This is an optimization exercise on Yosys and OpenROAD, whose aim is small area, not a production implementation. In this exercise RTL edits were held to simulation tests only and were not proved equivalent to the original. No activity file was given, so power comes from the tool's default toggle rates.

## flow/design.v (module list and top-level ports; edited modules follow where they fit)
// module cmplx_mixer8: 598 lines
// module cmplx_mixer16: 1327 lines
// module summComplex: 41 lines
// module memForFFT: 45 lines
// module multComplexE: 127 lines
// module interconnect_two_sFFT_to_mFFT: 157 lines
// module myFFT: 489 lines
// module myFFT16: 30 lines
module myFFT16 (
    input         i_clk,
    input         i_reset,
    input         i_valid,
    input  [15:0] i_data_in_i,
    input  [15:0] i_data_in_q,
    output [17:0] o_data_out_i,
    output [17:0] o_data_out_q,
    output        o_complete,
    output [2:0]  o_stateFFT,
    input         i_flag_ready_recive,
    output        o_flag_wayt_data
);
  // ...
==> flow/flow/run.sh <==
#!/bin/bash
set -e
export CTS_ARGS="-sink_clustering_enable -repair_clock_nets -dont_use_dummy_load -sink_clustering_size 24 -sink_clustering_max_diameter 80 -buf_list sky130_fd_sc_hd__clkbuf_16"
bash standard.sh > standard.log 2>&1
==> flow/standard.sh <==
#!/bin/bash
# synth_recipe.tcl (not shown) runs the flow's synth.tcl, then flattens the netlist and writes it again
# the make line also repeats each setting of config.mk as NAME=value (left out here)
make -C /OpenROAD-flow-scripts/flow DESIGN_CONFIG=/design/flow/config.mk WORK_HOME=/design/flow/orfs CLKGATE_MAP_FILE= SYNTH_SCRIPT=/design/flow/synth_recipe.tcl "${@:-finish}"
==> flow/config.mk <==
export PLATFORM = sky130hd
export DESIGN_NAME = myFFT16
export DESIGN_NICKNAME = myFFT16
export VERILOG_FILES = /design/flow/design.v
export SDC_FILE = /design/flow/constraint.sdc
export NUM_CORES = 4
export LEC_CHECK = 0
export CAP_MARGIN = 0
export CORE_MARGIN = 2
export CORE_UTILIZATION = 60
export CTS_BUF_LIST = sky130_fd_sc_hd__clkbuf_16
export CTS_CLUSTER_DIAMETER = 80
export CTS_CLUSTER_SIZE = 24
export SLEW_MARGIN = 0
==> flow/constraint.sdc <==
create_clock -name core_clock -period 10.0 [get_ports {i_clk}]
set_input_delay 2.0000 -clock core_clock [delete_from_list [all_inputs] [get_ports {i_clk}]]
set_output_delay 2.0000 -clock core_clock [all_outputs]
set_load 0.01 [all_outputs]
==> impl_metrics.tcl, run 1 <==
set metrics [dict create \
    outcome "no timing/DRC/antenna violations" \
    final_cycle_share_pct 85.7 \
    wirelength_met1_um 146000 \
    synth_top_area_share_pct 51.8 \
    use_met2_pct 43.3 \
    synthesized_area_fraction_occupied_by_adder_cells_pct 17.7 \
    rsz0062_at_grt "no" \
    number_of_antenna_violations_at_the_first_check_in_global_routing 9 \
    pg_seq_mw 14.0 \
    fp.dieArea_sq_mm 0.262 \
    post_drt_wl_per_cell_um 24.2 \
    worst-endpoint-arrival_ps 9130 \
    cap_violations 0 \
    hold_path.class "reg -> reg" \
    height_of_the_die_um 512 \
    routed_via_density 5.73 \
    slew_headroom_pct 16.9 \
    yosys-top-cells-area "sky130_fd_sc_hd__edfxtp_1, sky130_fd_sc_hd__fa_1, sky130_fd_sc_hd__dfxtp_1" \
    io-pin-count 77 \
    skew_ps 129 \
    synthesis.instances 10400 \
    power.share.combinational_pct 4.9 \
    floorplan.die.width_um 512 \
    post_cts.repair.setup_buffers 0 \
    compound_gate_fraction_of_synth_area_pct 3.87 \
    pwr-share-seq_pct 64.9 \
    totalPowerFinal_mw 21.5 \
    dr_pass1_iterations 7 \
    site_rows 186 \
    yosys_register_bits 3081 \
    nClkBuffers 158 \
    biggest_area_consumer_among_cell_classes "sequential cells" \
    final-nonclk-buf-share_pct 1.16 \
    globalRoute.busiestLayer "met2" \
    whs_ps 339 \
    cts_buffer_depth 3 \
    critical_path.top_delay_family "adder cells" \
    final.signal_inverter_count 1502 \
    num_vias 79100 \
    dp_cells 13700 \
    drt_first_iter_violations 6215 \
    worst_ep_required_time_ps 10550 \
]
==> module summComplex, before the edit <==
module summComplex #(parameter DATA_FFT_SIZE = 16,
                     parameter SUB = 0  )(
    i_clk,
    i_en,
    i_data_in0_i,
    i_data_in0_q,
    i_data_in1_i,
    i_data_in1_q,
    o_data_out0_i,
    o_data_out0_q
    );
    input i_clk;
    input i_en;
    input [DATA_FFT_SIZE-1:0] i_data_in0_i;
    input [DATA_FFT_SIZE-1:0] i_data_in0_q;
    input [DATA_FFT_SIZE-1:0] i_data_in1_i;
    input [DATA_FFT_SIZE-1:0] i_data_in1_q;
    output reg [DATA_FFT_SIZE-1:0] o_data_out0_i;
    output reg [DATA_FFT_SIZE-1:0] o_data_out0_q;
    function [DATA_FFT_SIZE-1:0] rca;
        input [DATA_FFT_SIZE-1:0] a;
        input [DATA_FFT_SIZE-1:0] b_in;
        integer t;
        reg c;
        reg [DATA_FFT_SIZE-1:0] b;
        begin
            b = SUB ? ~b_in : b_in;
            c = SUB ? 1'b1 : 1'b0;
            for (t = 0; t < DATA_FFT_SIZE; t = t + 1)
            begin
                rca[t] = a[t] ^ b[t] ^ c;
                c = (a[t] & b[t]) | (a[t] & c) | (b[t] & c);
            end
        end
    endfunction
    always @(posedge i_clk)
    begin
        if(i_en)  o_data_out0_i <= rca(i_data_in0_i, i_data_in1_i);
        if(i_en)  o_data_out0_q <= rca(i_data_in0_q, i_data_in1_q);
    end
endmodule
==> module memForFFT, before the edit <==
module memForFFT #(parameter DATA_FFT_SIZE = 16,
                   parameter SIZE_BITS_ADDRES = 4  ,
                   parameter ONE_OUT = 0  )
    (
    i_clk,
    i_writeEn,
    i_readEn,
    i_sel,
    i_addr,
    i_addr_r,
    i_inData,
    o_outData,
    i_writeEn2,
    i_readEn2,
    i_addr2,
    i_addr_r2,
    i_inData2,
    o_outData2
    );
    input i_clk;
    input i_writeEn;
    input i_readEn;
    input i_sel;
    input [SIZE_BITS_ADDRES-1:0] i_addr;
    input [SIZE_BITS_ADDRES-1:0] i_addr_r;
    input [DATA_FFT_SIZE-1:0] i_inData;
    output reg [DATA_FFT_SIZE-1:0] o_outData;
    input i_writeEn2;
    input i_readEn2;
    input [SIZE_BITS_ADDRES-1:0] i_addr2;
    input [SIZE_BITS_ADDRES-1:0] i_addr_r2;
    input [DATA_FFT_SIZE-1:0] i_inData2;
    output reg [DATA_FFT_SIZE-1:0] o_outData2;
    reg [DATA_FFT_SIZE-1:0] data [2**SIZE_BITS_ADDRES-1:0];
    reg [DATA_FFT_SIZE-1:1] data2 [2**SIZE_BITS_ADDRES-1:0];
    wire [DATA_FFT_SIZE-1:0] rd2 = {data2[i_addr_r], data[i_addr_r][0]};
    wire [DATA_FFT_SIZE-1:0] rd2_r2 = {data2[i_addr_r2], data[i_addr_r2][0]};
    always @(posedge i_clk)
    begin
        if(i_readEn)  o_outData <= (ONE_OUT && i_sel) ? rd2 : data[i_addr_r]; 
        if(i_writeEn) data[i_addr] <= i_inData; 
        if(i_readEn2 && !ONE_OUT)  o_outData2 <= rd2_r2; 
        if(i_writeEn2) data2[i_addr2] <= i_inData2[DATA_FFT_SIZE-1:1]; 
    end
endmodule
==> module myFFT, before the edit <==
module myFFT
    #(parameter SIZE_BUFFER = 1, 
      parameter DATA_FFT_SIZE = 16,
      parameter FAST = "slow", 
      parameter TYPE = "forvard", 
      parameter COMPENS_FP = "false",  
      parameter MIN_FFT_x4 = 1,   
      parameter USE_ROUND = 1, 
      parameter USE_DSP = 1, 
      parameter PARAREL_FFT = 9'b111111111  
    )
    (
        i_clk,
        i_reset,
        i_valid,
        i_data_in_i,
        i_data_in_q,
        o_data_out_i,
        o_data_out_q,
        o_complete,
        o_stateFFT,
        i_flag_ready_recive, 
        o_flag_wayt_data 
    );
    localparam NFFT = 1 << SIZE_BUFFER;
    localparam SIZE_OUT_DATA        = COMPENS_FP == "add" ? (DATA_FFT_SIZE + (SIZE_BUFFER > 2 ? SIZE_BUFFER - 2 : 0)) : DATA_FFT_SIZE;
    localparam SIZE_OUT_DATA_S_FFT  = COMPENS_FP == "add" ? (DATA_FFT_SIZE + (SIZE_BUFFER > 2 ? SIZE_BUFFER - 3 : 0)) : DATA_FFT_SIZE;
    localparam PARAREL_THIS_FFT = PARAREL_FFT[SIZE_BUFFER];
    input i_clk;
    input i_reset;
    input i_valid; 
    input [DATA_FFT_SIZE-1:0] i_data_in_i;
    input [DATA_FFT_SIZE-1:0] i_data_in_q;
    output   [SIZE_OUT_DATA-1:0] o_data_out_i;
    output   [SIZE_OUT_DATA-1:0] o_data_out_q;
    output reg o_complete;
    output [2:0] o_stateFFT;
    input i_flag_ready_recive;
    output   o_flag_wayt_data;
    reg [SIZE_BUFFER:0] counterReciveDataFFT;
    reg [SIZE_BUFFER:0] counterSendData;
    reg [2:0] state;
    assign o_stateFFT = state;
    localparam stateWaytData = 3'b000;
    localparam stateWriteData = 3'b001;
    localparam stateWaytFFT = 3'b010;
    localparam stateSummFFT = 4'b100;
    localparam stateComplete = 4'b111;
    genvar i;
    generate
    if((MIN_FFT_x4==1) && (NFFT == 4))  
    begin
        always @(posedge i_clk) 
        begin : FMS_FFT
            if(i_reset)   state <= stateWaytData;
            else
            begin
                case(state)
                stateWaytData : if((counterReciveDataFFT == 3) & i_valid)  state <= stateSummFFT;
                stateSummFFT:   state <= stateComplete;
                stateComplete : if((counterSendData == 3) & i_flag_ready_recive)   state <= stateWaytData; 
                endcase
            end
        end
        reg [DATA_FFT_SIZE-1:0] s_i [3:0];
        reg [DATA_FFT_SIZE-1:0] s_q [3:0];
        reg [1:0] nL;    
        function [DATA_FFT_SIZE-1:0] rca;
            input [DATA_FFT_SIZE-1:0] a;
            input [DATA_FFT_SIZE-1:0] b;
            input neg;
            integer t;
            reg c;
            reg bb;
            begin
                c = neg;
                for (t = 0; t < DATA_FFT_SIZE; t = t + 1)
                begin
                    bb = b[t] ^ neg;
                    rca[t] = a[t] ^ bb ^ c;
                    c = (a[t] & bb) | (a[t] & c) | (bb & c);
                end
            end
        endfunction
        wire [1:0] n = counterReciveDataFFT[1:0];
        wire [DATA_FFT_SIZE-1:0] base_i = n[0] ? s_i[1] : s_i[0];
        wire [DATA_FFT_SIZE-1:0] base_q = n[0] ? s_q[1] : s_q[0];
        wire [DATA_FFT_SIZE-1:0] bp_i = rca(base_i, i_data_in_i, 1'b0);
        wire [DATA_FFT_SIZE-1:0] bp_q = rca(base_q, i_data_in_q, 1'b0);
        wire [DATA_FFT_SIZE-1:0] bm_i = rca(base_i, i_data_in_i, 1'b1);
        wire [DATA_FFT_SIZE-1:0] bm_q = rca(base_q, i_data_in_q, 1'b1);
        always @(posedge i_clk) 
        begin : reciveDataFFT
            if(i_reset)   counterReciveDataFFT <= 0;
            else
            begin
                if(counterReciveDataFFT < NFFT)
                begin
                    if(i_valid == 1'b1) 
                    begin
                        counterReciveDataFFT <= counterReciveDataFFT + 1;
                    end
                end
                else counterReciveDataFFT <= 0;
            end
        end
        always @(posedge i_clk)
        begin : butterflies
            if(!counterReciveDataFFT[2] & i_valid & !i_reset)
            begin
                nL <= n;
                case (n)
                2'd0: begin s_i[0] <= i_data_in_i; s_q[0] <= i_data_in_q; end
                2'd1: begin s_i[1] <= i_data_in_i; s_q[1] <= i_data_in_q; end
                2'd2: begin s_i[0] <= bp_i; s_q[0] <= bp_q; s_i[2] <= bm_i; s_q[2] <= bm_q; end
                default: begin s_i[1] <= bp_i; s_q[1] <= bp_q; s_i[3] <= bm_i; s_q[3] <= bm_q; end
                endcase
            end
        end
        wire [1:0] rm = counterSendData[1:0];
        wire use_q = (nL != 2'd0);
        wire [DATA_FFT_SIZE-1:0] p_i = (rm[0] & nL[1]) ? s_i[2] : s_i[0];
        wire [DATA_FFT_SIZE-1:0] p_q = (rm[0] & nL[1]) ? s_q[2] : s_q[0];
        wire [DATA_FFT_SIZE-1:0] q_i = {DATA_FFT_SIZE{use_q}} & ((rm[0] & (nL == 2'd3)) ? s_i[3] : s_i[1]);
        wire [DATA_FFT_SIZE-1:0] q_q = {DATA_FFT_SIZE{use_q}} & ((rm[0] & (nL == 2'd3)) ? s_q[3] : s_q[1]);
        wire [DATA_FFT_SIZE-1:0] x_i = rca(p_i, rm[0] ? q_q : q_i, (rm == 2'd2) | (rm == 2'd3));
        wire [DATA_FFT_SIZE-1:0] x_q = rca(p_q, rm[0] ? q_i : q_q, (rm == 2'd2) | (rm == 2'd1));
        reg [DATA_FFT_SIZE-1:0] reg_data_out_i;
        reg [DATA_FFT_SIZE-1:0] reg_data_out_q;
        assign o_data_out_i = reg_data_out_i;
        assign o_data_out_q = reg_data_out_q;
        always @(posedge i_clk) 
        begin : sendDataFFT
            if(i_reset) counterSendData <= 0;
            else if(state == stateComplete)
            begin
                if((counterSendData < NFFT) & i_flag_ready_recive)
                begin : FLAG_RECIVE_FFT
                    counterSendData <= counterSendData + 1;
                    reg_data_out_i <= x_i;
                    reg_data_out_q <= x_q;
                end
            end
            else counterSendData <= 0;
        end
        reg reg_flag_wayt_data;
        assign o_flag_wayt_data = reg_flag_wayt_data;
        always @ (posedge i_clk)
        begin : flagReciveFFT
            if(i_reset)                                             reg_flag_wayt_data <= 1'b1;
            else if((counterReciveDataFFT == 3) & i_valid)          reg_flag_wayt_data <= 1'b0;
            else if((counterSendData == 3) & i_flag_ready_recive)   reg_flag_wayt_data <= 1'b1;
        end
        always @(posedge i_clk) 
        begin : flagComplete
            if(i_reset)                 o_complete <= 1'b0;
            else if(state == stateComplete)  o_complete <= 1'b1;
            else                        o_complete <= 1'b0;
        end
    end
    else
    begin
        wire [SIZE_OUT_DATA_S_FFT-1:0] data_from_secondFFT_chet_i;
        wire [SIZE_OUT_DATA_S_FFT-1:0] data_from_secondFFT_chet_q;
        wire [SIZE_OUT_DATA_S_FFT-1:0] data_from_secondFFT_Nchet_i;
        wire [SIZE_OUT_DATA_S_FFT-1:0] data_from_secondFFT_Nchet_q;
        wire flag_complete_chet;
        wire flag_complete_Nchet;
        reg _data_summ_out_mas_i_r_writeEn_c;
        reg [SIZE_BUFFER-2:0] _data_summ_out_mas_i_r_addr_c ;
        reg [SIZE_BUFFER-2:0] _data_summ_out_mas_i_r_addr_r_c ;
        reg [SIZE_OUT_DATA-1:0] _data_summ_out_mas_i_r_writeData_c;
        wire [SIZE_OUT_DATA-1:0] _data_summ_out_mas_i_r_readData_c;
        reg _data_summ_out_mas_i_r_writeEn_Nc;
        reg [SIZE_BUFFER-2:0] _data_summ_out_mas_i_r_addr_Nc ;
        reg [SIZE_BUFFER-2:0] _data_summ_out_mas_i_r_addr_r_Nc ;
        reg [SIZE_OUT_DATA-1:0] _data_summ_out_mas_i_r_writeData_Nc;
        wire [SIZE_OUT_DATA-1:0] _data_summ_out_mas_i_r_readData_Nc;
        localparam ONE_OUT = (NFFT < 16);
        wire sel_next;
        memForFFT #(.DATA_FFT_SIZE(SIZE_OUT_DATA), .SIZE_BITS_ADDRES(SIZE_BUFFER-1), .ONE_OUT(ONE_OUT))
        data_summ_out_mas_i_r
        (
            .i_clk(i_clk),
            .i_writeEn(_data_summ_out_mas_i_r_writeEn_c),
            .i_readEn(i_flag_ready_recive),
            .i_sel(sel_next),
            .i_addr(_data_summ_out_mas_i_r_addr_c),
            .i_addr_r(_data_summ_out_mas_i_r_addr_r_c),
            .i_inData(_data_summ_out_mas_i_r_writeData_c),
            .o_outData(_data_summ_out_mas_i_r_readData_c),
            .i_writeEn2(_data_summ_out_mas_i_r_writeEn_Nc),
            .i_readEn2(i_flag_ready_recive),
            .i_addr2(_data_summ_out_mas_i_r_addr_Nc),
            .i_addr_r2(_data_summ_out_mas_i_r_addr_r_Nc),
            .i_inData2(_data_summ_out_mas_i_r_writeData_Nc),
            .o_outData2(_data_summ_out_mas_i_r_readData_Nc)
        );
        reg _data_summ_out_mas_q_r_writeEn_c;
        reg [SIZE_BUFFER-2:0] _data_summ_out_mas_q_r_addr_c;
        reg [SIZE_BUFFER-2:0] _data_summ_out_mas_q_r_addr_r_c;
        reg [SIZE_OUT_DATA-1:0] _data_summ_out_mas_q_r_writeData_c;
        wire [SIZE_OUT_DATA-1:0] _data_summ_out_mas_q_r_readData_c;
        reg _data_summ_out_mas_q_r_writeEn_Nc;
        reg [SIZE_BUFFER-2:0] _data_summ_out_mas_q_r_addr_Nc;
        reg [SIZE_BUFFER-2:0] _data_summ_out_mas_q_r_addr_r_Nc;
        reg [SIZE_OUT_DATA-1:0] _data_summ_out_mas_q_r_writeData_Nc;
        wire [SIZE_OUT_DATA-1:0] _data_summ_out_mas_q_r_readData_Nc;
        memForFFT #(.DATA_FFT_SIZE(SIZE_OUT_DATA), .SIZE_BITS_ADDRES(SIZE_BUFFER-1), .ONE_OUT(ONE_OUT))
        data_summ_out_mas_q_r
        (
            .i_clk(i_clk),
            .i_writeEn(_data_summ_out_mas_q_r_writeEn_c),
            .i_readEn(i_flag_ready_recive),
            .i_sel(sel_next),
            .i_addr(_data_summ_out_mas_q_r_addr_c),
            .i_addr_r(_data_summ_out_mas_q_r_addr_r_c),
            .i_inData(_data_summ_out_mas_q_r_writeData_c),
            .o_outData(_data_summ_out_mas_q_r_readData_c),
            .i_writeEn2(_data_summ_out_mas_q_r_writeEn_Nc),
            .i_readEn2(i_flag_ready_recive),
            .i_addr2(_data_summ_out_mas_q_r_addr_Nc),
            .i_addr_r2(_data_summ_out_mas_q_r_addr_r_Nc),
            .i_inData2(_data_summ_out_mas_q_r_writeData_Nc),
            .o_outData2(_data_summ_out_mas_q_r_readData_Nc)
        );
        reg valid_data_chet;
        reg valid_data_Nchet;
        wire [2:0] stateFFTChet;
        wire [2:0] stateFFTNChet;
        reg [SIZE_BUFFER-1:0] counterMultData;
        wire [SIZE_BUFFER-1:0] counterMultData2;
        reg mutDone;
        wire resiveFromChet;
        wire resiveFromNChet;
        wire flag_wayt_data_chet;
        wire flag_wayt_data_Nchet;
        if(PARAREL_THIS_FFT)
        begin
            myFFT #(.SIZE_BUFFER(SIZE_BUFFER-1),.DATA_FFT_SIZE(DATA_FFT_SIZE), .FAST(FAST), .TYPE(TYPE),
                    .COMPENS_FP(COMPENS_FP), .MIN_FFT_x4(MIN_FFT_x4), .USE_ROUND(USE_ROUND), .USE_DSP(USE_DSP),
                    .PARAREL_FFT(PARAREL_FFT))
            dataChetn(
                .i_clk(i_clk),
                .i_reset(i_reset),
                .i_valid( (counterReciveDataFFT[0] == 1'b0) & (  1) & i_valid),
                .i_data_in_i(i_data_in_i),
                .i_data_in_q(i_data_in_q),
                .o_data_out_i(data_from_secondFFT_chet_i),
                .o_data_out_q(data_from_secondFFT_chet_q),
                .o_complete(flag_complete_chet),
                .o_stateFFT(stateFFTChet),
                .i_flag_ready_recive(resiveFromChet), 
                .o_flag_wayt_data(flag_wayt_data_chet) 
            );
            myFFT #(.SIZE_BUFFER(SIZE_BUFFER-1),.DATA_FFT_SIZE(DATA_FFT_SIZE), .FAST(FAST), .TYPE(TYPE),
                    .COMPENS_FP(COMPENS_FP), .MIN_FFT_x4(MIN_FFT_x4), .USE_ROUND(USE_ROUND), .USE_DSP(USE_DSP),
                    .PARAREL_FFT(PARAREL_FFT))
            dataNChetn(
                .i_clk(i_clk),
                .i_reset(i_reset),
                .i_valid( (counterReciveDataFFT[0] == 1'b1) & (  1)  & i_valid),
                .i_data_in_i(i_data_in_i),
                .i_data_in_q(i_data_in_q),
                .o_data_out_i(data_from_secondFFT_Nchet_i),
                .o_data_out_q(data_from_secondFFT_Nchet_q),
                .o_complete(flag_complete_Nchet),
                .o_stateFFT(stateFFTNChet),
                .i_flag_ready_recive(resiveFromNChet), 
                .o_flag_wayt_data(flag_wayt_data_Nchet) 
            );
        end
        reg reg_flag_wayt_data;
        assign o_flag_wayt_data = reg_flag_wayt_data;
        if(NFFT == 8)
        begin
            always @(posedge i_clk) 
            begin : flagWaytData
                if(i_reset)                  reg_flag_wayt_data <= 1'b1;
                else if(state == stateComplete)   reg_flag_wayt_data <= 1'b1;
                else if((counterReciveDataFFT == NFFT)  ) reg_flag_wayt_data <= 1'b0;
            end
        end
        else
        begin
            always @(posedge i_clk) 
            begin : flagWaytData
                if(i_reset)                              reg_flag_wayt_data <= 1'b1;
                else if((counterMultData2 ==  1) )   reg_flag_wayt_data <= 1'b1; 
                else if((counterReciveDataFFT == (NFFT-1)) & i_valid  ) reg_flag_wayt_data <= 1'b0;
            end
        end
        reg completeDoneChet;
        reg completeDoneNChet;
        wire stateToComplete = (counterMultData == (1)) | mutDone;
        always @(posedge i_clk) 
        begin : FMS_FFT
            if(i_reset)   state <= stateWaytData;
            else
            begin
                case(state)
                stateWaytData:  if(counterReciveDataFFT == NFFT)    state <= stateWaytFFT;  else if(stateToComplete)   state <= stateComplete;
                stateWaytFFT:   if(completeDoneChet & completeDoneNChet)   state <= stateWriteData; else if(stateToComplete)   state <= stateComplete;
                stateWriteData: if({flag_complete_chet, flag_complete_Nchet} == 2'b00)  state <= stateSummFFT ; else if(stateToComplete)   state <= stateComplete;
                stateSummFFT:   if(stateToComplete)     state <= stateComplete;
                stateComplete:  if((counterSendData == (NFFT-2)) & i_flag_ready_recive)   state <= stateWaytData;
                endcase
            end
        end
        always @(posedge i_clk)
        begin : waitCompleteSecondFFT
            if(i_reset)
            begin
                completeDoneChet <= 1'b0;
                completeDoneNChet <= 1'b0;
            end
            else
            begin
                if(state == stateSummFFT)
                begin
                    completeDoneChet <= 1'b0;
                    completeDoneNChet <= 1'b0;
                end
                else
                begin
                    if(flag_complete_chet)
                        completeDoneChet <= 1'b1;
                    if(flag_complete_Nchet)
                        completeDoneNChet <= 1'b1;
                end
            end
        end
            wire [SIZE_OUT_DATA-1:0] out_summ_0__NFFT_2_i;
            wire [SIZE_OUT_DATA-1:0] out_summ_0__NFFT_2_q;
            wire [SIZE_OUT_DATA-1:0] out_summ_NFFT_2__NFFT_i;
            wire [SIZE_OUT_DATA-1:0] out_summ_NFFT_2__NFFT_q;
            wire interconnect_dataComplete;
            interconnect_two_sFFT_to_mFFT #(   .SIZE_BUFFER(SIZE_BUFFER), 
                                               .SIZE_OUT_DATA_S_FFT(SIZE_OUT_DATA_S_FFT),
                                               .SIZE_OUT_DATA(SIZE_OUT_DATA),
                                               .TYPE(TYPE), 
                                               .COMPENS_FP(COMPENS_FP),  
                                               .FAST(FAST), 
                                               .USE_ROUND(USE_ROUND), 
                                               .USE_DSP(USE_DSP), 
                                               .PARAPEL_THIS_FFT(PARAREL_THIS_FFT))
            _interconnect_two_sFFT_to_mFFT(
                .i_clk(i_clk),
                .i_reset(i_reset),
                .i_data_from_secondFFT_chet_i(data_from_secondFFT_chet_i),
                .i_data_from_secondFFT_chet_q(data_from_secondFFT_chet_q),
                .i_data_from_secondFFT_Nchet_i(data_from_secondFFT_Nchet_i),
                .i_data_from_secondFFT_Nchet_q(data_from_secondFFT_Nchet_q),
                .i_flag_complete_chet(flag_complete_chet),
                .i_flag_complete_Nchet(flag_complete_Nchet),
                .o_resiveFromChet(resiveFromChet),
                .o_resiveFromNChet(resiveFromNChet),
                .i_mutDone(mutDone),
                .o_out_summ_0__NFFT_2_i(out_summ_0__NFFT_2_i),
                .o_out_summ_0__NFFT_2_q(out_summ_0__NFFT_2_q),
                .o_out_summ_NFFT_2__NFFT_i(out_summ_NFFT_2__NFFT_i),
                .o_out_summ_NFFT_2__NFFT_q(out_summ_NFFT_2__NFFT_q),
                .o_counterMultData2(counterMultData2),
                .o_dataComplete(interconnect_dataComplete)
            );
            always @(posedge i_clk) 
            begin : bufferingSummFFT
                if(mutDone | i_reset)
                begin
                    mutDone <= 1'b0;
                    counterMultData <= 0;
                    _data_summ_out_mas_i_r_writeEn_c <= 1'b0;
                    _data_summ_out_mas_i_r_writeEn_Nc <= 1'b0;
                    _data_summ_out_mas_q_r_writeEn_c <= 1'b0;
                    _data_summ_out_mas_q_r_writeEn_Nc <= 1'b0;
                end
                else if(interconnect_dataComplete == 0)
                begin
                    mutDone <= 1'b0;
                    counterMultData <= 0;
                    _data_summ_out_mas_i_r_writeEn_c <= 1'b0;
                    _data_summ_out_mas_i_r_writeEn_Nc <= 1'b0;
                    _data_summ_out_mas_q_r_writeEn_c <= 1'b0;
                    _data_summ_out_mas_q_r_writeEn_Nc <= 1'b0;
                end
                else
                begin
                    if(counterMultData2 > counterMultData)
                    begin
                        counterMultData <= counterMultData + 1;
                        if(counterMultData < NFFT/2)
                        begin
                        _data_summ_out_mas_i_r_addr_c <= counterMultData[SIZE_BUFFER-2:0];
                        _data_summ_out_mas_i_r_writeData_c <= out_summ_0__NFFT_2_i;
                        _data_summ_out_mas_i_r_writeEn_c <= 1'b1;
                        _data_summ_out_mas_q_r_addr_c <= counterMultData[SIZE_BUFFER-2:0];
                        _data_summ_out_mas_q_r_writeData_c <= out_summ_0__NFFT_2_q;
                        _data_summ_out_mas_q_r_writeEn_c <= 1'b1;
                        _data_summ_out_mas_i_r_addr_Nc <= counterMultData[SIZE_BUFFER-2:0];
                        _data_summ_out_mas_i_r_writeData_Nc <= out_summ_NFFT_2__NFFT_i;
                        _data_summ_out_mas_i_r_writeEn_Nc <= 1'b1;
                        _data_summ_out_mas_q_r_addr_Nc <= counterMultData[SIZE_BUFFER-2:0];
                        _data_summ_out_mas_q_r_writeData_Nc <= out_summ_NFFT_2__NFFT_q;
                        _data_summ_out_mas_q_r_writeEn_Nc <= 1'b1;
                        end
                    end
                    else
                    begin
                        _data_summ_out_mas_i_r_writeEn_c <= 1'b0;
                        _data_summ_out_mas_i_r_writeEn_Nc <= 1'b0;
                        _data_summ_out_mas_q_r_writeEn_c <= 1'b0;
                        _data_summ_out_mas_q_r_writeEn_Nc <= 1'b0;
                    end
                end
                if(counterMultData2 == NFFT/2)  mutDone <= 1'b1;
            end
        always @ (posedge i_clk) 
        begin : reciveFFT
            if(i_reset)
            begin
                counterReciveDataFFT <= 1'b0;
            end
            else
            begin
                if (( flag_wayt_data_Nchet) == 1'b0) counterReciveDataFFT <= 0;
                else if(counterReciveDataFFT < NFFT)
                begin
                    if(i_valid & o_flag_wayt_data) 
                    begin
                        counterReciveDataFFT <= counterReciveDataFFT + 1;
                    end
                end
            end
        end
        reg [SIZE_BUFFER:0] counterSendData2;
        reg flagTimerWrite; 
        wire [SIZE_BUFFER:0] counterSendData_inc = counterSendData + 1'b1;
        assign sel_next = i_reset ? 1'b0 :
                          (state == stateComplete) ? (i_flag_ready_recive & (counterSendData < NFFT) & flagTimerWrite ? counterSendData_inc[SIZE_BUFFER-1] : counterSendData[SIZE_BUFFER-1]) :
                          (i_flag_ready_recive ? 1'b0 : counterSendData[SIZE_BUFFER-1]);
        assign o_data_out_i = ONE_OUT ? _data_summ_out_mas_i_r_readData_c : counterSendData[SIZE_BUFFER-1] ? _data_summ_out_mas_i_r_readData_Nc : _data_summ_out_mas_i_r_readData_c;
        assign o_data_out_q = ONE_OUT ? _data_summ_out_mas_q_r_readData_c : counterSendData[SIZE_BUFFER-1] ? _data_summ_out_mas_q_r_readData_Nc : _data_summ_out_mas_q_r_readData_c;
        always @(posedge i_clk) 
        begin : sendDataFFT
            if(i_reset)
            begin
                counterSendData2 <= 1;
                counterSendData <= 0;
                _data_summ_out_mas_i_r_addr_r_c <= 0;
                _data_summ_out_mas_i_r_addr_r_Nc <= 0;
                _data_summ_out_mas_q_r_addr_r_c <= 0;
                _data_summ_out_mas_q_r_addr_r_Nc <= 0;
                flagTimerWrite <= 1'b0;
            end
            else if((state == stateComplete)  & i_flag_ready_recive)
            begin
                if(counterSendData < NFFT)
                begin
                    flagTimerWrite <= 1'b1;
                    if(counterSendData2 < NFFT) counterSendData2 <= counterSendData2 + 1;
                    if(flagTimerWrite)  counterSendData <= counterSendData + 1;
                    _data_summ_out_mas_i_r_addr_r_c <= counterSendData2[SIZE_BUFFER-2:0];
                    _data_summ_out_mas_i_r_addr_r_Nc <= counterSendData2[SIZE_BUFFER-2:0];
                    _data_summ_out_mas_q_r_addr_r_c <= counterSendData2[SIZE_BUFFER-2:0];
                    _data_summ_out_mas_q_r_addr_r_Nc <= counterSendData2[SIZE_BUFFER-2:0];
                end
            end
            else if(state != stateComplete) begin
                counterSendData2 <= 1;
                if(i_flag_ready_recive)   counterSendData <= 0;
                _data_summ_out_mas_i_r_addr_r_c <= 0;
                _data_summ_out_mas_i_r_addr_r_Nc <= 0;
                _data_summ_out_mas_q_r_addr_r_c <= 0;
                _data_summ_out_mas_q_r_addr_r_Nc <= 0;
                flagTimerWrite <= 1'b0;
            end
            else
            begin
            end
        end
        always @(posedge i_clk) 
        begin : flagComplete
            if(i_reset)                 o_complete <= 1'b0;
            else if(state == stateComplete   )  o_complete <= 1'b1;
            else                        o_complete <= 1'b0;
        end
    end
    endgenerate
endmodule
==> run 2, diff against run 1 <==
--- a/flow/design.v
+++ b/flow/design.v
@@ -1952,4 +1952,4 @@
         begin
-            b = SUB ? ~b_in : b_in;
-            c = SUB ? 1'b1 : 1'b0;
+            b = b_in;
+            c = 1'b0;
             for (t = 0; t < DATA_FFT_SIZE; t = t + 1)
@@ -1963,4 +1963,4 @@
     begin
-        if(i_en)  o_data_out0_i <= rca(i_data_in0_i, i_data_in1_i);
-        if(i_en)  o_data_out0_q <= rca(i_data_in0_q, i_data_in1_q);
+        if(i_en)  o_data_out0_i <= SUB ? ~rca(~i_data_in0_i, i_data_in1_i) : rca(i_data_in0_i, i_data_in1_i);
+        if(i_en)  o_data_out0_q <= SUB ? ~rca(~i_data_in0_q, i_data_in1_q) : rca(i_data_in0_q, i_data_in1_q);
     end
@@ -2003,7 +2003,19 @@
     reg [DATA_FFT_SIZE-1:1] data2 [2**SIZE_BITS_ADDRES-1:0];
-    wire [DATA_FFT_SIZE-1:0] rd2 = {data2[i_addr_r], data[i_addr_r][0]};
-    wire [DATA_FFT_SIZE-1:0] rd2_r2 = {data2[i_addr_r2], data[i_addr_r2][0]};
+    localparam D = 2**SIZE_BITS_ADDRES;
+    reg [DATA_FFT_SIZE-1:0] rd1, rd2_r2;
+    integer k;
+    always @(*)
+    begin
+        rd1 = {DATA_FFT_SIZE{1'b0}};
+        rd2_r2 = {DATA_FFT_SIZE{1'b0}};
+        for (k = 0; k < D; k = k + 1)
+        begin
+            rd1 = rd1 | ({DATA_FFT_SIZE{(i_addr_r == k) & !(ONE_OUT && i_sel)}} & data[k])
+                      | ({DATA_FFT_SIZE{(i_addr_r == k) &  (ONE_OUT && i_sel)}} & {data2[k], data[k][0]});
+            rd2_r2 = rd2_r2 | ({DATA_FFT_SIZE{i_addr_r2 == k}} & {data2[k], data[k][0]});
+        end
+    end
     always @(posedge i_clk)
     begin
-        if(i_readEn)  o_outData <= (ONE_OUT && i_sel) ? rd2 : data[i_addr_r]; 
+        if(i_readEn)  o_outData <= rd1; 
         if(i_writeEn) data[i_addr] <= i_inData; 
@@ -2389,4 +2401,4 @@
         wire [DATA_FFT_SIZE-1:0] bp_q = rca(base_q, i_data_in_q, 1'b0);
-        wire [DATA_FFT_SIZE-1:0] bm_i = rca(base_i, i_data_in_i, 1'b1);
-        wire [DATA_FFT_SIZE-1:0] bm_q = rca(base_q, i_data_in_q, 1'b1);
+        wire [DATA_FFT_SIZE-1:0] bm_i = ~rca(~base_i, i_data_in_i, 1'b0);    
+        wire [DATA_FFT_SIZE-1:0] bm_q = ~rca(~base_q, i_data_in_q, 1'b0);
         always @(posedge i_clk) 
==> flow/flow/run.sh (replaced) <==
#!/bin/bash
set -e
export CTS_ARGS="-sink_clustering_enable -repair_clock_nets -dont_use_dummy_load -sink_clustering_size 16 -sink_clustering_max_diameter 60 -buf_list sky130_fd_sc_hd__clkbuf_8"
bash standard.sh > standard.log 2>&1
--- a/flow/config.mk
+++ b/flow/config.mk
@@ -10,5 +10,5 @@
 export CORE_UTILIZATION = 60
-export CTS_BUF_LIST = sky130_fd_sc_hd__clkbuf_16
-export CTS_CLUSTER_DIAMETER = 80
-export CTS_CLUSTER_SIZE = 24
+export CTS_BUF_LIST = sky130_fd_sc_hd__clkbuf_8
+export CTS_CLUSTER_DIAMETER = 60
+export CTS_CLUSTER_SIZE = 16
 export SLEW_MARGIN = 0
==> run 2 against run 1 <==
  * Clock-buffer cell count up 71
  * Still clean on timing, DRC and antenna
  * Non-clock buffer count shrank 3
  * Critical path depth stayed put
  * Combinational power about the same
  * Via count up 1.8%
  * Worst hold slack got worse by 22 ps
  * Core utilization fell by 0.33 points
  * Sequential share of layout area is 1.4 points higher
==> impl_metrics.tcl, run 2 <==
set metrics [dict create \
    postPlaceCellArea_sq_mm 0.156 \
    finalHoldViolCount 0 \
    critPathKind "reg -> reg" \
    cts_buffer_depth 3 \
    setup_viol_count_final 0 \
    synth_top_area_share_pct 53.0 \
    wire_length_of_the_first_global_routing_pass_um 523000 \
    cts_sinks 3074 \
    htree_num_levels 4 \
    rsz0062_at_grt "no" \
    achievable-frequency_mhz 118 \
    end_kind "flip-flop" \
    area_growth_pct 5.27 \
    site_rows 184 \
    path_buf_inv 2 \
    clkLatencyLatePin_ps 1050 \
    num_vias 80500 \
    critical_path.max_fanout 3 \
    fin_cells 14000 \
    drc_violations_left 0 \
    post_drt_wl_per_cell_um 24.5 \
    slew_viol_final 0 \
    number_of_antenna_violations_at_the_first_check_in_global_routing 12 \
    critical_path.top_delay_family "adder cells" \
    num-fill-cells 18700 \
    route.met3.wl_um 18200 \
    layout-drive-gt1-share_pct 7.83 \
    syn_area_sq_mm 0.151 \
    grt_util_all_layers_pct 27.1 \
    tritoncts "built" \
    setup.worst_path.start_class "flip-flop" \
    timing.critical_path.cells "inv_1 -> ha_1 -> inv_1 -> fa_1 -> fa_1 -> fa_1 -> fa_1 -> fa_1 -> fa_1 -> fa_1 -> fa_1 -> fa_1 -> fa_1 -> fa_1 -> fa_1 -> fa_1 -> fa_1 -> fa_1 -> mux4_2" \
    cap_violations 0 \
    worst_ep_required_time_ps 10690 \
    post_cts.resized_instances 0 \
    antenna_violating_nets_post_route 0 \
    grt_max_degree 90 \
    synth_enable_flop_cells 2673 \
    globalplace.congestion 0.922 \
    post-synth-top-count-cell "sky130_fd_sc_hd__edfxtp_1" \
    hold_path.class "reg -> reg" \
    synth_seq_area_share_pct 58.3 \
    number_of_global_route_vias_before_repair 84400 \
    drt_first_iter_violations 6463 \
    netlist_top_cells_count "sky130_fd_sc_hd__edfxtp_1, sky130_fd_sc_hd__inv_1, sky130_fd_sc_hd__fa_1" \
    initial_standard_cell_utilization_of_the_core_pct 60.3 \
    yosys_warnings 21 \
    synthFlopType "sky130_fd_sc_hd__edfxtp_1" \
    powerDensity_mw_per_mm2 130 \
    outcome "no timing/DRC/antenna violations" \
    met2_length_um 169000 \
    io-pin-count 77 \
    leakage_power_figure_nw 59.8 \
    yosys_register_bits 3074 \
    grt.overflow.total 0 \
    route.top_layer_used "met5" \
    setup_total_negative_slack_ps 0 \
    synth_fp_nets 12200 \
    final_common_cell "sky130_fd_sc_hd__edfxtp_1" \
    post_cts.repair.setup_buffers 0 \
    whs_ps 318 \
    largest_stage_delay_worst_path_ps 520 \
    height_of_the_die_um 506 \
    core-area_sq_mm 0.251 \
    clk_pin_slew_worst_setup_hold_paths_ps 90 \
    final_cycle_share_pct 84.8 \
    worst-endpoint-arrival_ps 9170 \
    period_minus_slack_ps 8480 \
    slowest_cell_on_crit_path "sky130_fd_sc_hd__fa_1" \
    skew_ps 167 \
    worst_slew_pin_slew_ps 1140 \
    floorplan.die.width_um 506 \
    slew_headroom_pct 23.1 \
    asyncSetResetFlopFracSynth_pct 0 \
    post-synth-top-area-cell "sky130_fd_sc_hd__edfxtp_1" \
    routed_via_density 5.76 \
    cts.root.buffer_cell "sky130_fd_sc_hd__clkbuf_8" \
    setup_ws_ps 1520 \
    synthesis.instances 10600 \
    layout.cell_area.non_filler_sq_mm 0.159 \
    dp_cells 13700 \
    wirelength_met1_um 146000 \
    synth.distinct_cells 72 \
    most_used_cells_in_the_layout_excluding_fill_and_tap_cells "sky130_fd_sc_hd__edfxtp_1, sky130_fd_sc_hd__inv_1, sky130_fd_sc_hd__fa_1" \
    routed_wirelength_um 342000 \
    fp.dieArea_sq_mm 0.257 \
    mean_post_synth_cell_area_sq_um 14.3 \
    detailedPlace.worstSlack_ps 1120 \
    dr_pass1_iterations 5 \
    critical_path.most_common_cell "sky130_fd_sc_hd__fa_1" \
    nNetsFinal 12200 \
    tritoncts.num_buffers 229 \
    holdBufCountCts 0 \
    yosys-top-cells-area "sky130_fd_sc_hd__edfxtp_1, sky130_fd_sc_hd__fa_1, sky130_fd_sc_hd__dfxtp_1" \
    dp.final_hpwl_um 238000 \
    port-buffer-count 76 \
    peak_supply_drop_uv 145 \
]
[run 2: layout make-up]
class,instances,area [sq um],share of cell area (%)
antenna,7,17.5,0.0110
clock buffer,229,3150,1.98
inverter,1475,5540,3.47
multi-input combinational,5615,56400,35.4
sequential,3074,88300,55.4
tap,3348,4190,2.63
timing repair buffer,225,1840,1.16
[run 2: worst paths after layout]
path         cells after the start      start   endpoint  slack, ps
max                             19  flip-flop  flip-flop       1520
min                              0  flip-flop  flip-flop        320
max reg2reg                     19  flip-flop  flip-flop       1520
min reg2reg                      0  flip-flop  flip-flop        320
[run 2: kinds of logic after synthesis]
kind of cell / share of synthesized area (%)
other: 0.00248
multiplexers: 5.88
AO/OA/AOI/OAI: 5.53
AND/OR/NAND/NOR: 4.17
XOR/XNOR: 3.26
buffers and inverters: 4.72
flip-flops: 58.3
adder cells (fa/ha/maj): 18.2
[run 2: power by group]
group	leakage [nW]	switching [mW]	internal, mW
clock	1.65	3.70	2.03
combinational	30.6	0.600	0.426
sequential	27.5	0.0327	13.9
[run 2: per-layer routing]
layer | vias up | track usage (%)
met1 | 41500 | 38.3
met5 | - | 0
met3 | 419 | 3.52
li1 | 36500 | -
met4 | 10 | 6.32
met2 | 2093 | 45.3
[run 2: per-stage QoR]
stage	util (%)	power (mW)
finish	63.5	20.7
global route	63.5	21.4
detailed placement	62.2	15.3
global placement	62.2	15.2
floorplan	-	14.9
CTS	63.5	20.9
==> run 3, diff against run 2 <==
--- a/flow/design.v
+++ b/flow/design.v
@@ -2399,4 +2399,4 @@
         wire [DATA_FFT_SIZE-1:0] base_q = n[0] ? s_q[1] : s_q[0];
-        wire [DATA_FFT_SIZE-1:0] bp_i = rca(base_i, i_data_in_i, 1'b0);
-        wire [DATA_FFT_SIZE-1:0] bp_q = rca(base_q, i_data_in_q, 1'b0);
+        wire [DATA_FFT_SIZE-1:0] bp_i = rca({DATA_FFT_SIZE{n[1]}} & base_i, i_data_in_i, 1'b0);
+        wire [DATA_FFT_SIZE-1:0] bp_q = rca({DATA_FFT_SIZE{n[1]}} & base_q, i_data_in_q, 1'b0);
         wire [DATA_FFT_SIZE-1:0] bm_i = ~rca(~base_i, i_data_in_i, 1'b0);    
@@ -2423,8 +2423,6 @@
                 nL <= n;
-                case (n)
-                2'd0: begin s_i[0] <= i_data_in_i; s_q[0] <= i_data_in_q; end
-                2'd1: begin s_i[1] <= i_data_in_i; s_q[1] <= i_data_in_q; end
-                2'd2: begin s_i[0] <= bp_i; s_q[0] <= bp_q; s_i[2] <= bm_i; s_q[2] <= bm_q; end
-                default: begin s_i[1] <= bp_i; s_q[1] <= bp_q; s_i[3] <= bm_i; s_q[3] <= bm_q; end
-                endcase
+                if (n[0]) begin s_i[1] <= bp_i; s_q[1] <= bp_q; end
+                else      begin s_i[0] <= bp_i; s_q[0] <= bp_q; end
+                if (n == 2'd2) begin s_i[2] <= bm_i; s_q[2] <= bm_q; end
+                if (n == 2'd3) begin s_i[3] <= bm_i; s_q[3] <= bm_q; end
             end
@@ -2435,6 +2433,10 @@
         wire [DATA_FFT_SIZE-1:0] p_q = (rm[0] & nL[1]) ? s_q[2] : s_q[0];
-        wire [DATA_FFT_SIZE-1:0] q_i = {DATA_FFT_SIZE{use_q}} & ((rm[0] & (nL == 2'd3)) ? s_i[3] : s_i[1]);
-        wire [DATA_FFT_SIZE-1:0] q_q = {DATA_FFT_SIZE{use_q}} & ((rm[0] & (nL == 2'd3)) ? s_q[3] : s_q[1]);
-        wire [DATA_FFT_SIZE-1:0] x_i = rca(p_i, rm[0] ? q_q : q_i, (rm == 2'd2) | (rm == 2'd3));
-        wire [DATA_FFT_SIZE-1:0] x_q = rca(p_q, rm[0] ? q_i : q_q, (rm == 2'd2) | (rm == 2'd1));
+        wire q3 = rm[0] & (nL == 2'd3);
+        wire sel1i = use_q & !rm[0];           
+        wire sel1q = use_q & rm[0] & !q3;      
+        wire sel3  = use_q & q3;               
+        wire [DATA_FFT_SIZE-1:0] o_i = ({DATA_FFT_SIZE{sel1i}} & s_i[1]) | ({DATA_FFT_SIZE{sel1q}} & s_q[1]) | ({DATA_FFT_SIZE{sel3}} & s_q[3]);
+        wire [DATA_FFT_SIZE-1:0] o_q = ({DATA_FFT_SIZE{sel1i}} & s_q[1]) | ({DATA_FFT_SIZE{sel1q}} & s_i[1]) | ({DATA_FFT_SIZE{sel3}} & s_i[3]);
+        wire [DATA_FFT_SIZE-1:0] x_i = rca(p_i, o_i, (rm == 2'd2) | (rm == 2'd3));
+        wire [DATA_FFT_SIZE-1:0] x_q = rca(p_q, o_q, (rm == 2'd2) | (rm == 2'd1));
         reg [DATA_FFT_SIZE-1:0] reg_data_out_i;
==> run 3 against run 2 <==
  * Routed wire length decreased by 2.5%
  * Critical path type unchanged
  * Combinational power decreased by 21%
  * Non-clock buffer count increased by 9
  * Sequential share of layout area increased by 1.2 points
  * Cell count decreased by 3.7%
==> impl_metrics.tcl, run 3 <==
set metrics [dict create \
    p_int_mw 16.2 \
    cts_buffer_depth 3 \
    final_common_cell "sky130_fd_sc_hd__edfxtp_1" \
    post_drt_wl_per_cell_um 24.8 \
    initial_standard_cell_utilization_of_the_core_pct 60.3 \
    tritoncts "built" \
    achievable-frequency_mhz 119 \
    outcome "no timing/DRC/antenna violations" \
    post_cts.repair.setup_buffers 0 \
    skew_ps 155 \
    timing.critical_path.cells "inv_1 -> ha_1 -> inv_1 -> fa_1 -> fa_1 -> fa_1 -> fa_1 -> fa_1 -> fa_1 -> fa_1 -> fa_1 -> fa_1 -> fa_1 -> fa_1 -> fa_1 -> fa_1 -> fa_1 -> fa_1 -> mux4_2" \
    yosys_warnings 21 \
    routed_via_density 5.80 \
    layout-drive-gt1-share_pct 6.22 \
    height_of_the_die_um 501 \
    post-synth-top-area-cell "sky130_fd_sc_hd__edfxtp_1" \
    whs_ps 266 \
    clk_pin_slew_worst_setup_hold_paths_ps 100 \
    synth.distinct_cells 79 \
    clkLatencyLatePin_ps 1070 \
    holdBufCountCts 0 \
    post_cts.resized_instances 0 \
    slew_headroom_pct 18.9 \
    netlist_top_cells_count "sky130_fd_sc_hd__edfxtp_1, sky130_fd_sc_hd__inv_1, sky130_fd_sc_hd__fa_1" \
    final_cycle_share_pct 84.3 \
    cap_violations 0 \
    globalplace.congestion 0.932 \
    finalHoldViolCount 0 \
    yosys_register_bits 3074 \
    number_of_antenna_violations_at_the_first_check_in_global_routing 5 \
    critical_path.max_fanout 3 \
    synth_top_area_share_pct 54.2 \
    swShare_pct 20.6 \
    power.share.combinational_pct 4.0 \
    layout.cell_area.non_filler_sq_mm 0.156 \
    io-pin-count 77 \
    syn_area_sq_mm 0.148 \
    hold_path.class "reg -> reg" \
    end_kind "flip-flop" \
    largest_stage_delay_worst_path_ps 500 \
    nNetsFinal 11800 \
    area_growth_pct 5.43 \
    p_switching_mw 4.21 \
    postPlaceCellArea_sq_mm 0.153 \
    slew_viol_final 0 \
    site_rows 182 \
    most_used_cells_in_the_layout_excluding_fill_and_tap_cells "sky130_fd_sc_hd__edfxtp_1, sky130_fd_sc_hd__inv_1, sky130_fd_sc_hd__fa_1" \
    number_of_global_route_vias_before_repair 81700 \
    asyncSetResetFlopFracSynth_pct 0 \
    cts_sinks 3074 \
    setup_total_negative_slack_ps 0 \
    routed_wirelength_um 333000 \
    synthFlopType "sky130_fd_sc_hd__edfxtp_1" \
    grt_util_all_layers_pct 27.0 \
    period_minus_slack_ps 8430 \
    powerDensity_mw_per_mm2 131 \
    yosys-top-cells-area "sky130_fd_sc_hd__edfxtp_1, sky130_fd_sc_hd__fa_1, sky130_fd_sc_hd__dfxtp_1" \
    core-area_sq_mm 0.246 \
    synthesis.instances 10200 \
    htree_num_levels 4 \
    worst_slew_pin_slew_ps 1220 \
    slowest_cell_on_crit_path "sky130_fd_sc_hd__fa_1" \
    leakage_power_figure_nw 58.7 \
    grt.overflow.total 0 \
    num_vias 78000 \
    drc_violations_left 0 \
    tritoncts.num_buffers 228 \
    peak_supply_drop_uv 140 \
    drt_first_iter_violations 6537 \
    setup.worst_path.start_class "flip-flop" \
    port-buffer-count 76 \
    setup_ws_ps 1570 \
    floorplan.die.width_um 501 \
    cts.root.buffer_cell "sky130_fd_sc_hd__clkbuf_8" \
    worst_ep_required_time_ps 10690 \
    fp.dieArea_sq_mm 0.251 \
    dr_pass1_iterations 5 \
    wire_length_of_the_first_global_routing_pass_um 506000 \
    rsz0062_at_grt "no" \
    pwr-share-seq_pct 68.2 \
    critPathKind "reg -> reg" \
    detailedPlace.worstSlack_ps 624 \
    worst-endpoint-arrival_ps 9120 \
    synth_enable_flop_cells 2673 \
    critical_path.most_common_cell "sky130_fd_sc_hd__fa_1" \
    mean_post_synth_cell_area_sq_um 14.6 \
    clkPwrFrac_pct 27.8 \
    grt_max_degree 90 \
    dp.final_hpwl_um 229000 \
    post-synth-top-count-cell "sky130_fd_sc_hd__edfxtp_1" \
    synth_seq_area_share_pct 59.6 \
    setup_viol_count_final 0 \
    antenna_violating_nets_post_route 0 \
    synth_fp_nets 11700 \
]
run 3: logic make-up (layout without fill, tap and decap cells):
family,Yosys count,count (layout),synth area share (%)
xor gates and xnor gates,554,554,3.28
adders and majority gates,1522,1522,18.5
buffers and inverters,1741,1809,4.43
muxes,541,541,3.82
other,1,9,0.00253
AOI/OAI and AO/OA,1369,1369,5.94
and+or+nand+nor,1357,1357,4.44
DFF,3074,3074,59.6
run 3: cell type report:
class                   instances  area [sq um]
repair buffers                234          1940
flip-flops and latches       3074         88300
clock buffers                 228          3140
diodes                          8          20.0
multi-input cells            5344         53700
well taps                    3220          4030
inverters                    1347          5060
fillers                     18100         89500
run 3: power groups by stage:
| stage | Combinational, mW | Clock [mW] | Sequential (mW) |
|---|---|---|---|
| floorplan | 0.477 | 0 | 14.2 |
| CTS | 0.819 | 5.87 | 13.9 |
| finish | 0.813 | 5.69 | 13.9 |
| detailed placement | 0.815 | 0 | 14.2 |
| global placement | 0.788 | 0 | 14.2 |
| global route | 0.903 | 6.29 | 13.9 |
run 3: critical path: cells and delay by family (launching register included):
family | cells | cell delay, ps
muxes | 1 | 470
adders and majority gates | 16 | 7120
DFF | 1 | 440
buffers and inverters | 2 | 160
run 3: worst paths after layout:
kind                            startpoint        end  cells past startpoint  slack (ps)
worst max-delay path             flip-flop  flip-flop                     19        1570
worst min-delay path             flip-flop  flip-flop                      0         270
worst max register to register   flip-flop  flip-flop                     19        1570
worst min register to register   flip-flop  flip-flop                      0         270
run 3: metal layers:
| metal | GRT usage, % | wire, um | vias up |
|---|---|---|---|
| met1 | 37.5 | 142000 | 40100 |
| met2 | 45.1 | 164000 | 2156 |
| met4 | 7.11 | 9450 | 2 |
| li1 | - | - | 35300 |
| met5 | 0 | 8 | - |
| met3 | 3.72 | 18100 | 437 |
run 3: through the flow:
step | std cells | util [%] | total power, mW
after detailed placement | 13200 | 62.3 | 15.0
final | 13500 | 63.6 | 20.4
after global routing | 13500 | 63.6 | 21.1
after floorplan | 10200 | - | 14.7
after CTS | 13400 | 63.5 | 20.6
after global placement | 13200 | 62.3 | 15.0
==> run 4, diff against run 3 <==
--- a/flow/design.v
+++ b/flow/design.v
@@ -2397,6 +2397,6 @@
         wire [1:0] n = counterReciveDataFFT[1:0];
-        wire [DATA_FFT_SIZE-1:0] base_i = n[0] ? s_i[1] : s_i[0];
-        wire [DATA_FFT_SIZE-1:0] base_q = n[0] ? s_q[1] : s_q[0];
-        wire [DATA_FFT_SIZE-1:0] bp_i = rca({DATA_FFT_SIZE{n[1]}} & base_i, i_data_in_i, 1'b0);
-        wire [DATA_FFT_SIZE-1:0] bp_q = rca({DATA_FFT_SIZE{n[1]}} & base_q, i_data_in_q, 1'b0);
+        wire [DATA_FFT_SIZE-1:0] base_i = ({DATA_FFT_SIZE{n == 2'd2}} & s_i[0]) | ({DATA_FFT_SIZE{n == 2'd3}} & s_i[1]);
+        wire [DATA_FFT_SIZE-1:0] base_q = ({DATA_FFT_SIZE{n == 2'd2}} & s_q[0]) | ({DATA_FFT_SIZE{n == 2'd3}} & s_q[1]);
+        wire [DATA_FFT_SIZE-1:0] bp_i = rca(base_i, i_data_in_i, 1'b0);
+        wire [DATA_FFT_SIZE-1:0] bp_q = rca(base_q, i_data_in_q, 1'b0);
         wire [DATA_FFT_SIZE-1:0] bm_i = ~rca(~base_i, i_data_in_i, 1'b0);    
--- a/flow/config.mk
+++ b/flow/config.mk
@@ -13,2 +13,3 @@
 export CTS_CLUSTER_SIZE = 16
+export PLACE_DENSITY = 0.75
 export SLEW_MARGIN = 0
==> run 4 against run 3 <==
  * Fmax down 1.0%
  * Cell count about the same
  * Sequential cell count unchanged
  * Clock-buffer cell count down 2
  * Synthesized cell count up 0.13%
  * Clock skew down 14 ps
  * Via count up 2.2%
  * First-iteration DRC count up 21%
  * Sequential share of layout area up 0.062 points
  * Largest power group unchanged
==> impl_metrics.tcl, run 4 <==
set metrics [dict create \
    slew_headroom_pct 22.2 \
    synth.distinct_cells 82 \
    post_cts.resized_instances 0 \
    clk_pin_slew_worst_setup_hold_paths_ps 100 \
    grt.met1_usage_pct 35.2 \
    core-area_sq_mm 0.246 \
    globalplace.congestion 0.933 \
    synthesis.instances 10200 \
    wire_length_of_the_first_global_routing_pass_um 504000 \
    whs_ps 328 \
    dr_pass1_iterations 6 \
    dp.final_hpwl_um 228000 \
    io-pin-count 77 \
    setup.worst_path.start_class "flip-flop" \
    site_rows 182 \
    tritoncts.num_buffers 226 \
    use_met2_pct 45.2 \
    synthFlopType "sky130_fd_sc_hd__edfxtp_1" \
    clkLatencyLatePin_ps 1070 \
    asyncSetResetFlopFracSynth_pct 0 \
    area_growth_pct 5.34 \
    rsz0062_at_grt "no" \
    netlist_top_cells_count "sky130_fd_sc_hd__edfxtp_1, sky130_fd_sc_hd__inv_1, sky130_fd_sc_hd__fa_1" \
    finalHoldViolCount 0 \
    height_of_the_die_um 501 \
    power.share.combinational_pct 3.3 \
    swShare_pct 20.3 \
    htree_num_levels 4 \
    yosys_register_bits 3074 \
    skew_ps 141 \
    grt_util_all_layers_pct 26.6 \
    slew_viol_final 0 \
    post-synth-top-count-cell "sky130_fd_sc_hd__edfxtp_1" \
    peak_supply_drop_uv 136 \
    period_minus_slack_ps 8510 \
    final_common_cell "sky130_fd_sc_hd__edfxtp_1" \
    p_switching_mw 4.11 \
    postPlaceCellArea_sq_mm 0.153 \
    p_int_mw 16.1 \
    worst_ep_required_time_ps 10720 \
    holdBufCountCts 0 \
    fp.dieArea_sq_mm 0.251 \
    outcome "no timing/DRC/antenna violations" \
    antenna_violating_nets_post_route 0 \
    drt_first_iter_violations 7884 \
    most_used_cells_in_the_layout_excluding_fill_and_tap_cells "sky130_fd_sc_hd__edfxtp_1, sky130_fd_sc_hd__inv_1, sky130_fd_sc_hd__fa_1" \
    num_vias 79700 \
    routed_via_density 5.92 \
    synth_fp_nets 11700 \
    post_cts.repair.setup_buffers 0 \
    clkPwrFrac_pct 27.9 \
    post-synth-top-area-cell "sky130_fd_sc_hd__edfxtp_1" \
    routed_wirelength_um 330000 \
    groute.layer.met3.usage_pct 3.53 \
    initial_standard_cell_utilization_of_the_core_pct 60.3 \
    layout-drive-gt1-share_pct 6.09 \
    reg2reg_setup_slack_ps 1490 \
    layout.cell_area.non_filler_sq_mm 0.156 \
    drc_violations_left 0 \
    synth_seq_area_share_pct 59.6 \
    yosys_warnings 21 \
    r2r.worst_path.cells 19 \
    critPathKind "reg -> reg" \
    setup_viol_count_final 0 \
    number_of_antenna_violations_at_the_first_check_in_global_routing 7 \
    syn_area_sq_mm 0.148 \
    hold_path.class "reg -> reg" \
    pwr-share-seq_pct 68.7 \
    synth_enable_flop_cells 2673 \
    globalRoute.busiestLayer "met2" \
    cts.root.buffer_cell "sky130_fd_sc_hd__clkbuf_8" \
    cts_sinks 3074 \
    post_drt_wl_per_cell_um 24.5 \
    worst_slew_pin_slew_ps 1160 \
    yosys-top-cells-area "sky130_fd_sc_hd__edfxtp_1, sky130_fd_sc_hd__fa_1, sky130_fd_sc_hd__dfxtp_1" \
    synth_top_area_share_pct 54.2 \
    final_cycle_share_pct 85.1 \
    grt_max_degree 89 \
    grt.overflow.total 0 \
    port-buffer-count 76 \
    final_core_utilization_pct 63.5 \
    leakage_power_figure_nw 58.5 \
    floorplan.die.width_um 501 \
    setup_total_negative_slack_ps 0 \
    achievable-frequency_mhz 117 \
    nNetsFinal 11800 \
    cap_violations 0 \
    cts_buffer_depth 3 \
    hold-path-cell-count 0 \
    number_of_global_route_vias_before_repair 83900 \
    tritoncts "built" \
    worst-endpoint-arrival_ps 9230 \
    powerDensity_mw_per_mm2 130 \
    end_kind "flip-flop" \
    mean_post_synth_cell_area_sq_um 14.6 \
    critical_path.max_fanout 3 \
]
==> run 4: changes by cell type after synthesis, moves of 19 or more <==
cell	change
sky130_fd_sc_hd__nand2_1	-23
sky130_fd_sc_hd__a22o_1	+119
sky130_fd_sc_hd__o21ai_0	-29
sky130_fd_sc_hd__nor2_1	-30
sky130_fd_sc_hd__and2_1	-27
sky130_fd_sc_hd__mux2_2	-19
sky130_fd_sc_hd__mux2i_1	-87
sky130_fd_sc_hd__inv_1	+139
sky130_fd_sc_hd__nor2b_1	-97
==> run 4: power groups by stage <==
stage | sequential (mW) | combinational, mW | clock [mW]
detailed placement | 14.2 | 0.673 | 0
finish | 13.9 | 0.678 | 5.66
global placement | 14.2 | 0.644 | 0
global route | 13.9 | 0.748 | 6.21
floorplan | 14.2 | 0.404 | 0
CTS | 13.9 | 0.676 | 5.77
==> run 4: layout make-up <==
cell class	count	area (sq um)
Tap cell	3220	4030
Multi-Input combinational cell	5219	53000
Timing Repair Buffer	227	1890
Fill cell	17400	89700
Inverter	1484	5570
Sequential cell	3074	88300
Clock buffer	226	3110
Antenna cell	8	20.0
==> run 4: cells by family after synthesis <==
| kind of cell | share of synthesized area [%] |
|---|---|
| compound gates | 6.83 |
| xor+xnor | 3.26 |
| fa+ha+maj | 18.5 |
| buf+inv | 4.79 |
| flops | 59.6 |
| mux | 3.21 |
| other cells | 0.00253 |
| simple gates | 3.79 |
==> run 4: how the worst max path moves through the flow <==
stage	startpoint	end	slack, ps	depth (start not counted)
after floorplan	i_data_in_i[1]	flip-flop	1470	16
after global placement	i_data_in_q[0]	flip-flop	680	18
after detailed placement	i_data_in_q[0]	flip-flop	630	18
after CTS	flip-flop	flip-flop	1410	19
after global routing	flip-flop	flip-flop	1120	19
final	flip-flop	flip-flop	1490	19
==> run 4: through the flow <==
stage / worst slack [ps] / std cells / power [mW]
after floorplan: 1470 / 10200 / 14.6
after global placement: 681 / 13200 / 14.8
after detailed placement: 629 / 13200 / 14.9
after CTS: 1410 / 13500 / 20.4
after global routing: 1120 / 13500 / 20.9
final: 1490 / 13500 / 20.2
==> run 4: worst max-delay path: stages, from the launching register on <==
cell and delay [ps]:
sky130_fd_sc_hd__edfxtp_1 420, sky130_fd_sc_hd__inv_1 110, sky130_fd_sc_hd__ha_1 160, sky130_fd_sc_hd__inv_1 60
sky130_fd_sc_hd__fa_1 450, sky130_fd_sc_hd__fa_1 460, sky130_fd_sc_hd__fa_1 460, sky130_fd_sc_hd__fa_1 470
sky130_fd_sc_hd__fa_1 460, sky130_fd_sc_hd__fa_1 480, sky130_fd_sc_hd__fa_1 460, sky130_fd_sc_hd__fa_1 460
sky130_fd_sc_hd__fa_1 460, sky130_fd_sc_hd__fa_1 460, sky130_fd_sc_hd__fa_1 470, sky130_fd_sc_hd__fa_1 470
sky130_fd_sc_hd__fa_1 470, sky130_fd_sc_hd__fa_1 470, sky130_fd_sc_hd__fa_1 510, sky130_fd_sc_hd__mux4_2 480
==> run 4: layer usage <==
layer  up-vias  wire (um)
met1     40900     131000
met2      2803     165000
li1      35400          -
met3       586      20300
met5         -         13
met4         2      13700
==> run 5, diff against run 4 <==
--- a/flow/config.mk
+++ b/flow/config.mk
@@ -13,2 +13,3 @@
 export CTS_CLUSTER_SIZE = 16
+export GPL_TIMING_DRIVEN = 0
 export PLACE_DENSITY = 0.75
==> run 5 against run 4 <==
  * Global-route usage is 1.9 points higher
  * Cell count is 2.5% higher
  * Core utilization is 0.77 points higher
  * Sequential share of layout area is 0.68 points lower
  * Still clean on timing, DRC and antenna
  * Sequential cell count stayed put
  * Synthesized cell count stayed put
  * Highest routed layer unchanged
  * Power is 0.24% lower
  * Critical path depth is 9 higher
  * Combinational power is 3.2% higher
==> impl_metrics.tcl, run 5 <==
set metrics [dict create \
    outcome "no timing/DRC/antenna violations" \
    num_vias 82600 \
    end_kind "flip-flop" \
    slowest_cell_on_crit_path "sky130_fd_sc_hd__edfxtp_1" \
    grt_max_degree 82 \
    drt_first_iter_violations 8408 \
    multiInputGateArea_sq_mm 0.0530 \
    rsz0062_at_grt "no" \
    synth_fp_nets 11700 \
    final_cycle_share_pct 96.2 \
    worst_slew_pin_slew_ps 1300 \
    setup_ws_ps 378 \
    clkLatencyLatePin_ps 1030 \
    globalplace.congestion 0.966 \
    layout-drive-gt1-share_pct 5.32 \
    grt_util_all_layers_pct 28.5 \
    whs_ps 306 \
    synth.distinct_cells 82 \
    final_common_cell "sky130_fd_sc_hd__edfxtp_1" \
    tritoncts "built" \
    cap_violations 0 \
    setup_viol_count_final 0 \
    dp_cells 13600 \
    totalPowerFinal_mw 20.2 \
    critical_path.most_common_cell "sky130_fd_sc_hd__fa_1" \
    yosys_warnings 21 \
    synth_top_area_share_pct 54.2 \
    peak_supply_drop_uv 127 \
    finalHoldViolCount 0 \
    period_minus_slack_ps 9620 \
    setup.worst_path.start_class "flip-flop" \
    dp.final_hpwl_um 264000 \
    largest_stage_delay_worst_path_ps 710 \
    leakage_power_figure_nw 59.0 \
    clk_pin_slew_worst_setup_hold_paths_ps 90 \
    synth_seq_area_share_pct 59.6 \
    worst-endpoint-arrival_ps 10280 \
    grt.overflow.total 0 \
    slew_headroom_pct 13.1 \
    critPathKind "reg -> reg" \
    antenna_violating_nets_post_route 0 \
    critical_path.max_fanout 10 \
    cts_buffer_depth 3 \
    asyncSetResetFlopFracSynth_pct 0 \
    setup_total_negative_slack_ps 0 \
    synth_enable_flop_cells 2673 \
    core-area_sq_mm 0.246 \
    tritoncts.num_buffers 220 \
    port-buffer-count 74 \
    achievable-frequency_mhz 104 \
    routed_via_density 5.99 \
    post-synth-top-count-cell "sky130_fd_sc_hd__edfxtp_1" \
    most_used_cells_in_the_layout_excluding_fill_and_tap_cells "sky130_fd_sc_hd__edfxtp_1, sky130_fd_sc_hd__inv_1, sky130_fd_sc_hd__fa_1" \
    fin_cells 13800 \
    site_rows 182 \
    regArea_sq_mm 0.0883 \
    floorplan.die.width_um 501 \
    yosys-top-cells-area "sky130_fd_sc_hd__edfxtp_1, sky130_fd_sc_hd__fa_1, sky130_fd_sc_hd__dfxtp_1" \
    synthFlopType "sky130_fd_sc_hd__edfxtp_1" \
    post_drt_wl_per_cell_um 25.6 \
    netlist_top_cells_count "sky130_fd_sc_hd__edfxtp_1, sky130_fd_sc_hd__inv_1, sky130_fd_sc_hd__fa_1" \
    htree_num_levels 4 \
    yosys_register_bits 3074 \
    synthesis.instances 10200 \
    fp.dieArea_sq_mm 0.251 \
    area_growth_pct 6.62 \
    wire_length_of_the_first_global_routing_pass_um 530000 \
    post-synth-top-area-cell "sky130_fd_sc_hd__edfxtp_1" \
    powerDensity_mw_per_mm2 128 \
    initial_standard_cell_utilization_of_the_core_pct 60.3 \
    dr_pass1_iterations 6 \
    nNetsFinal 12100 \
    layout.cell_area.non_filler_sq_mm 0.158 \
    hold_path.class "reg -> reg" \
    skew_ps 168 \
    number_of_global_route_vias_before_repair 86100 \
    syn_area_sq_mm 0.148 \
    io-pin-count 77 \
    postPlaceCellArea_sq_mm 0.155 \
    cts.root.buffer_cell "sky130_fd_sc_hd__clkbuf_8" \
    num-fill-cells 17400 \
    drc_violations_left 0 \
    worst_ep_required_time_ps 10660 \
    height_of_the_die_um 501 \
    routed_wirelength_um 353000 \
    slew_viol_final 0 \
    detailedPlace.worstSlack_ps -107 \
    mean_post_synth_cell_area_sq_um 14.6 \
    number_of_antenna_violations_at_the_first_check_in_global_routing 10 \
    cts_sinks 3074 \
    final_core_utilization_pct 64.3 \
]
-- run 5: cell counts after synthesis --
Identical to the previous run, type by type.
-- run 5: where the power goes --
group          switching (mW)  internal [mW]  leakage, nW
Clock                    3.63           1.95         1.58
Combinational           0.453          0.247         30.0
Sequential             0.0280           13.9         27.5
-- run 5: worst paths after layout --
path	startpoint	end	slack, ps	cells past startpoint
worst max-delay path	flip-flop	flip-flop	380	28
worst min-delay path	flip-flop	flip-flop	310	0
worst max register to register	flip-flop	flip-flop	380	28
worst min register to register	flip-flop	flip-flop	310	0
-- run 5: cell type report --
type / instances / area share (%)
Antenna cell: 5 / 0.00793
Buffer: 395 / 0.969
Clock buffer: 220 / 1.92
Inverter: 1484 / 3.53
Multi-Input combinational cell: 5219 / 33.5
Sequential cell: 3074 / 55.9
Tap cell: 3220 / 2.55
Timing Repair Buffer: 177 / 1.55
-- run 5: critical path, delay by kind of cell, from the launching register on --
kind | cells | cell delay (ps)
xor gates and xnor gates | 2 | 270
DFF | 1 | 710
AOI/OAI and AO/OA | 9 | 2310
adders and majority gates | 7 | 2960
and+or+nand+nor | 2 | 560
buffers and inverters | 8 | 2520
-- run 5: what timing repair did --
action	4_1_cts	5_1_grt
hold buffers	0	0
endpoints found under the setup margin	0	8
gates resized for setup	0	5
setup buffers	0	0
-- run 5: cells by family after synthesis --
logic type                 after synthesis  synth area share, %
AOI/OAI and AO/OA                     1516                 6.83
other                                    1              0.00253
DFF                                   3074                 59.6
muxes                                  443                 3.21
adders and majority gates             1522                 18.5
buffers and inverters                 1879                 4.79
and+or+nand+nor                       1186                 3.79
xor gates and xnor gates               551                 3.26
-- run 5: metal layers --
metal  part of all wire [%]  routed length, um  vias up  global-route usage, %
met5                  0.011                 39        -                      0
met2                     49             172000     3766                   47.3
met3                    7.6              26900      783                   3.85
met4                    4.7              16500        6                   11.6
li1                       -                  -    36000                      -
met1                     39             138000    42000                   38.3

-- afterwards: timing with drivers on the ports --
How much do the figures lean on ideal ports? The routed layouts below were timed once more, with nothing changed but the port constraints.
Step 1: set_driving_cell puts a clkbuf_16 on i_clk and a buf_2 on each other input, an assumption about the parent block.
Step 2 times the ports against the registers' clock, not the clock port: input delays grow and output delays shrink by t, the midpoint of the rising clock arrivals with the driver on.
Slacks: ideal / step 1 / step 2; pairs: ideal / step 1.
run | t, ns | setup WS [ns]
run 1 | 0.900 | 1.426 / 1.426 / 0.632
run 2 | 1.091 | 1.521 / 1.521 / 1.025
run 3 | 1.058 | 1.574 / 1.574 / 0.732
run 4 | 1.082 | 1.487 / 1.487 / 0.510
run 5 | 1.041 | 0.378 / 0.378 / -0.058
With both steps, setup timing fails in run 5, where it was met with ideal ports.
